Background: an optimization exercise with open tools, aiming at small area. Do not read the settings as production practice.
In this exercise RTL edits were held to simulation tests only and were not proved equivalent to the original.
Power figures rest on the tool's default switching activity, not on a simulated workload.

## AL
## alu
module alu(clk, rst, d1, d2, op, dout);
    input clk, rst;
    input [3:0] op;
    input [31:0] d1;
    input [31:0] d2;
    output reg [31:0] dout;
    wire is_add  = (op == 4'd0);
    wire is_sub  = (op == 4'd1);
    wire is_and  = (op == 4'd2);
    wire is_or   = (op == 4'd3);
    wire is_xor  = (op == 4'd4);
    wire is_srl  = (op == 4'd5);
    wire is_sll  = (op == 4'd6);
    wire is_slt  = (op == 4'd7);
    wire is_sra  = (op == 4'd8);
    wire is_sltu = (op == 4'd9);
    wire hold    = op[3] & (op[2] | op[1]);
    wire nr      = ~rst;
    genvar i;
    wire        sub = is_sub | is_slt | is_sltu;
    wire [31:0] bx  = d2 ^ {32{sub}};
    wire [31:0] pp  = d1 ^ bx;
    wire [31:0] gg  = d1 & bx;
    wire [32:0] pg0 = {pp, 1'b0};
    wire [32:0] gg0 = {gg, sub};
    wire G0_1 = gg0[1] | (pg0[1] & gg0[0]);
    wire P0_1 = pg0[1] & pg0[0];
    wire G0_3 = gg0[3] | (pg0[3] & gg0[2]);
    wire P0_3 = pg0[3] & pg0[2];
    wire G0_5 = gg0[5] | (pg0[5] & gg0[4]);
    wire P0_5 = pg0[5] & pg0[4];
    wire G0_7 = gg0[7] | (pg0[7] & gg0[6]);
    wire P0_7 = pg0[7] & pg0[6];
    wire G0_9 = gg0[9] | (pg0[9] & gg0[8]);
    wire P0_9 = pg0[9] & pg0[8];
    wire G0_11 = gg0[11] | (pg0[11] & gg0[10]);
    wire P0_11 = pg0[11] & pg0[10];
    wire G0_13 = gg0[13] | (pg0[13] & gg0[12]);
    wire P0_13 = pg0[13] & pg0[12];
    wire G0_15 = gg0[15] | (pg0[15] & gg0[14]);
    wire P0_15 = pg0[15] & pg0[14];
    wire G0_17 = gg0[17] | (pg0[17] & gg0[16]);
    wire P0_17 = pg0[17] & pg0[16];
    wire G0_19 = gg0[19] | (pg0[19] & gg0[18]);
    wire P0_19 = pg0[19] & pg0[18];
    wire G0_21 = gg0[21] | (pg0[21] & gg0[20]);
    wire P0_21 = pg0[21] & pg0[20];
    wire G0_23 = gg0[23] | (pg0[23] & gg0[22]);
    wire P0_23 = pg0[23] & pg0[22];
    wire G0_25 = gg0[25] | (pg0[25] & gg0[24]);
    wire P0_25 = pg0[25] & pg0[24];
    wire G0_27 = gg0[27] | (pg0[27] & gg0[26]);
    wire P0_27 = pg0[27] & pg0[26];
    wire G0_29 = gg0[29] | (pg0[29] & gg0[28]);
    wire P0_29 = pg0[29] & pg0[28];
    wire G0_31 = gg0[31] | (pg0[31] & gg0[30]);
    wire P0_31 = pg0[31] & pg0[30];
    wire G1_3 = G0_3 | (P0_3 & G0_1);
  ...
For scale: about 650 cells after synthesis, about 32 flip-flops, about 4700 um^2 of cells after synthesis.
==> flow/config.mk <==
export PLATFORM = sky130hd
export DESIGN_NAME = alu
export DESIGN_NICKNAME = alu
export VERILOG_FILES = /design/flow/design.v
export SDC_FILE = /design/flow/constraint.sdc
export NUM_CORES = 4
export LEC_CHECK = 0
export CAP_MARGIN = 20
export CORE_MARGIN = 2
export CORE_UTILIZATION = 40
export SLEW_MARGIN = 20
==> flow/constraint.sdc <==
create_clock -name core_clock -period 5.0 [get_ports {clk}]
set_input_delay 1.0000 -clock core_clock [delete_from_list [all_inputs] [get_ports {clk}]]
set_output_delay 1.0000 -clock core_clock [all_outputs]
set_load 0.01 [all_outputs]
standard.sh (not shown) runs the stock make flow with config.mk's settings and CLKGATE_MAP_FILE= SYNTH_SCRIPT=/design/flow/synth_recipe.tcl, a recipe that flattens the netlist after the stock synthesis.
==> flow/flow/run.sh <==
#!/bin/bash
# Own layout flow: the standard ORFS flow (standard.sh), with
#  - ORFS's synthesis run unchanged except that ABC maps with an area script
#    (flow/abc_area.script, hooked in by flow/abc_hook.tcl) in place of the
#    delay-oriented one;
#  - the extra make settings in flow/make_args.txt (one per line): ports
#    buffered with sky130_fd_sc_hd__buf_1, clock tree built from clkbuf_8
#    without dummy loads, and ORFS's power recovery (gate downsizing) after
#    global routing.
# The tools' logs are ORFS's own, under orfs/logs; make's output is flow.log.
set -euo pipefail
W=$PWD
export AREA_ABC_SCRIPT=$W/flow/abc_area.script
{ head -n 1 synth_recipe.tcl; echo "source $W/flow/abc_hook.tcl"; tail -n +2 synth_recipe.tcl; } > synth_area.tcl
EXTRA=()
if [[ -f flow/make_args.txt ]]; then mapfile -t EXTRA < flow/make_args.txt; fi
bash standard.sh SYNTH_SCRIPT=$W/synth_area.tcl "${EXTRA[@]}" finish > flow.log 2>&1
==> flow/flow/abc_area.script <==
&get -n
&st
&synch2
&nf -R 1000 -p -F 8 -A 4
&put
topo
stime -c
buffer -c
upsize -c
dnsize -c
==> flow/flow/abc_hook.tcl <==
# Run ABC with an area-oriented script instead of ORFS's delay-oriented one.
# Everything else in ORFS's synthesis is left as it is.
proc abc {args} {
  set i [lsearch -exact $args -script]
  if { $i >= 0 } {
    set args [lreplace $args [expr {$i + 1}] [expr {$i + 1}] $::env(AREA_ABC_SCRIPT)]
  }
  set j [lsearch -exact $args -D]
  if { $j >= 0 } {
    set args [lreplace $args $j [expr {$j + 1}]]
  }
  yosys abc {*}$args
}
==> flow/flow/make_args.txt <==
BUFFER_PORTS_ARGS=-buffer_cell sky130_fd_sc_hd__buf_1
CTS_ARGS=-repair_clock_nets -dont_use_dummy_load -buf_list sky130_fd_sc_hd__clkbuf_16 -sink_clustering_enable -sink_clustering_size 32
RECOVER_POWER=100
AL finished all stages; the layout is clean.
Inputs modified between AL and PW:
==> flow/flow/make_args.txt <==
BUFFER_PORTS_ARGS=-buffer_cell sky130_fd_sc_hd__buf_1
CTS_ARGS=-repair_clock_nets -dont_use_dummy_load -buf_list sky130_fd_sc_hd__clkbuf_8 -sink_clustering_enable -sink_buffer_max_cap_derate 1.0 -sink_clustering_size 32 -sink_clustering_max_diameter 300
RECOVER_POWER=100
AL went all the way through the flow, and no timing, DRC or antenna check failed.
PW reached the end of the flow, and the finished layout is clean on the timing, design-rule and antenna checks.
Area of all sequential standard cells: AL vs PW identical
The combined area of the multi-input logic cells of AL and that of PW are within noise of each other.
~same post-route fraction of the period consumed by the critical path in PW and AL
AL -> PW: clock transition at the register clock pins on the worst setup and hold paths after CTS flat
Looking at PW and AL, the slack of the critical path is a wash.
[diff] first-iteration DRC count, PW relative to AL: regression
AL → PW: power density of the placed cells lost about 8%, total power lost about 9%.


== exp/xenon ==
Starting RTL as in the previous note.
clock: 5.0 ns
lec_check: 0
cap_margin: 20
core_margin: 2
core_utilization: 40
gpl_routability_driven: 0
place_density: 0.8
slew_margin: 20
==> flow/flow/make_args.txt <==
BUFFER_PORTS_ARGS=-buffer_cell sky130_fd_sc_hd__buf_1
CTS_ARGS=-sink_clustering_enable -repair_clock_nets -dont_use_dummy_load -buf_list sky130_fd_sc_hd__clkbuf_8
RECOVER_POWER=100
MATCH_CELL_FOOTPRINT=0
Scripts as last shown in full above: flow/flow/run.sh, flow/flow/abc_area.script, flow/flow/abc_hook.tcl
diff inputs: exp/xenon => exp/garnet
- removing GPL_ROUTABILITY_DRIVEN (formerly 0)
- removing PLACE_DENSITY (formerly 0.8)
==> flow/flow/run.sh <==
#!/bin/bash
# Own layout flow: the standard ORFS flow, with
#  - ORFS's synthesis run unchanged except that ABC maps with an area script
#    (flow/abc_area.script) in place of the delay-oriented one;
#  - ports buffered with sky130_fd_sc_hd__buf_1.
# Each tool's output goes to the ORFS logs under orfs/logs; make's to flow.log.
set -euo pipefail
W=$PWD
export AREA_ABC_SCRIPT=$W/flow/abc_area.script
{ head -n 1 synth_recipe.tcl; echo "source $W/flow/abc_hook.tcl"; tail -n +2 synth_recipe.tcl; } > synth_area.tcl
EXTRA=()
if [[ -f flow/make_args.txt ]]; then mapfile -t EXTRA < flow/make_args.txt; fi
bash standard.sh SYNTH_SCRIPT=$W/synth_area.tcl "${EXTRA[@]}" finish > flow.log 2>&1
==> flow/flow/abc_area.script <==
&get -n
&st
&dch
&nf -R 1000
&put
topo
stime -c
buffer -c
upsize -c
dnsize -c
==> flow/flow/make_args.txt <==
BUFFER_PORTS_ARGS=-buffer_cell sky130_fd_sc_hd__buf_1
CTS_ARGS=-sink_clustering_enable -repair_clock_nets -dont_use_dummy_load -buf_list sky130_fd_sc_hd__clkbuf_8
RECOVER_POWER=100
## What came out
- Row detailed-routing iteration count for the pre-antenna-repair pass: exp/garnet lower / exp/xenon higher
- Sequential cell area share ended up 0.59 points lower on exp/garnet than on exp/xenon.
- Non-clock buffer count: lower on exp/xenon
- Delta (exp/garnet minus exp/xenon): least setup slack across all paths after layout decreased 210 ps; power per standard cell area decreased 3.9 nW/um^2.
- exp/garnet ended up with a lower share of power burned in the clock network than exp/xenon did.
- exp/garnet vs exp/xenon on floorplan core area: exp/garnet is the higher one.
The inputs of exp/sierra differ from those of exp/garnet as listed below.
diff --git a/flow/flow/run.sh b/flow/flow/run.sh
--- a/flow/flow/run.sh
+++ b/flow/flow/run.sh
@@ -1,8 +1,12 @@
 #!/bin/bash
-# Own layout flow: the standard ORFS flow, with
+# Own layout flow: the standard ORFS flow (standard.sh), with
 #  - ORFS's synthesis run unchanged except that ABC maps with an area script
-#    (flow/abc_area.script) in place of the delay-oriented one;
-#  - ports buffered with sky130_fd_sc_hd__buf_1.
-# Each tool's output goes to the ORFS logs under orfs/logs; make's to flow.log.
+#    (flow/abc_area.script, hooked in by flow/abc_hook.tcl) in place of the
+#    delay-oriented one;
+#  - the extra make settings in flow/make_args.txt (one per line): ports
+#    buffered with sky130_fd_sc_hd__buf_1, clock tree built from clkbuf_8
+#    without dummy loads, and ORFS's power recovery (gate downsizing) after
+#    global routing.
+# The tools' logs are ORFS's own, under orfs/logs; make's output is flow.log.
 set -euo pipefail
 W=$PWD
==> flow/flow/abc_area.script <==
&get -n
&st
&synch2
&nf -R 1000 -p
&put
topo
stime -c
buffer -c
upsize -c
dnsize -c
==> flow/flow/make_args.txt <==
BUFFER_PORTS_ARGS=-buffer_cell sky130_fd_sc_hd__buf_1
CTS_ARGS=-repair_clock_nets -dont_use_dummy_load -buf_list sky130_fd_sc_hd__clkbuf_8
RECOVER_POWER=100
--- outcome ---
- Between exp/garnet and exp/sierra, the flow reports power density over the cells increasing by a few percent.
- On exp/sierra: setup slack at placement is 190 ps higher than what exp/garnet gave.
- Overall fraction of global-route tracks in use: exp/sierra > exp/garnet
> inputs changed (exp/sierra -> exp/violet)
- TNS_END_PERCENT: unset -> 0
- GPL_ROUTABILITY_DRIVEN: unset -> 0
- PLACE_DENSITY: unset -> 0.8
==> flow/flow/abc_area.script <==
&get -n
&st
&synch2
&nf -R 1000 -p -F 8 -A 4
&put
topo
stime -c
buffer -c
upsize -c
dnsize -c
==> flow/flow/make_args.txt <==
BUFFER_PORTS_ARGS=-buffer_cell sky130_fd_sc_hd__buf_1
CTS_ARGS=-sink_clustering_enable -repair_clock_nets -dont_use_dummy_load -buf_list sky130_fd_sc_hd__clkbuf_8
RECOVER_POWER=100
### Flow results
- Number of global-route vias before repair, exp/violet vs exp/sierra: down by a few percent
- The final layout from exp/violet, which completed every stage, passed the timing, design-rule and antenna checks at the end of the flow.
- Cell with the largest stage delay on the worst path: a221o_1 -> exp/violet, ha_1 -> exp/sierra
- Comparing exp/violet and exp/sierra, the lower total vias in the final route is on exp/violet.
- exp/sierra → exp/violet: slack of the critical path fell 33 ps; period utilization moved up.
The following lists how exp/raven was set up differently from exp/violet:
- PLACE_DENSITY no longer set, was 0.8
- TNS_END_PERCENT no longer set, was 0
- GPL_ROUTABILITY_DRIVEN no longer set, was 0
==> flow/flow/make_args.txt <==
BUFFER_PORTS_ARGS=-buffer_cell sky130_fd_sc_hd__buf_1
CTS_ARGS=-sink_clustering_enable -repair_clock_nets -dont_use_dummy_load -buf_list sky130_fd_sc_hd__clkbuf_8
RECOVER_POWER=100
ADDER_MAP_FILE=
==> comparison <==
exp/raven reached the end of the flow, and the finished layout is clean on the timing, design-rule and antenna checks.
a31oi_1 as the standard cell with the maximum stage delay on the critical path was reported by exp/raven, and a221o_1 by exp/violet.
Of exp/violet and exp/raven, the higher fraction of power consumed by combinational cells belongs to exp/raven.
From exp/violet to exp/raven the numbers moved as follows: fraction of power consumed by sequential logic went down, wire length went up by 23%.

==> re-timing with driven ports <==
No port has a modelled driver above. Below, the same layouts with a new extraction and two added sets of constraints. Step 1 assumes that a clkbuf_16 drives the clock port and a buf_2 every other input. Step 2 moves the port delays by t, midway between the first and last clock arrival at a register: inputs arrive t later, outputs are due t later. That takes back most of the time a late clock gives input paths. Three values: no drivers, after step 1, after step 2; two values: the first two.
run	t (ns)	setup slack, ns	worst data-port slew with drivers (ns)
AL	0.315	0.372 / 0.381 / 0.066	0.03
PW	0.316	0.372 / 0.376 / 0.060	0.03
exp/xenon	0.326	0.417 / 0.430 / 0.104	0.04
exp/garnet	0.311	0.209 / 0.216 / -0.095	0.04
exp/sierra	0.323	0.450 / 0.461 / 0.138	0.04
exp/violet	0.326	0.417 / 0.430 / 0.104	0.04
exp/raven	0.334	0.428 / 0.439 / 0.106	0.06
With both steps, setup timing fails in exp/garnet, where it was met with ideal ports. For exp/raven, which loses most, drivers alone change the setup slack by +0.011 ns; drivers and shift together by -0.322 ns.
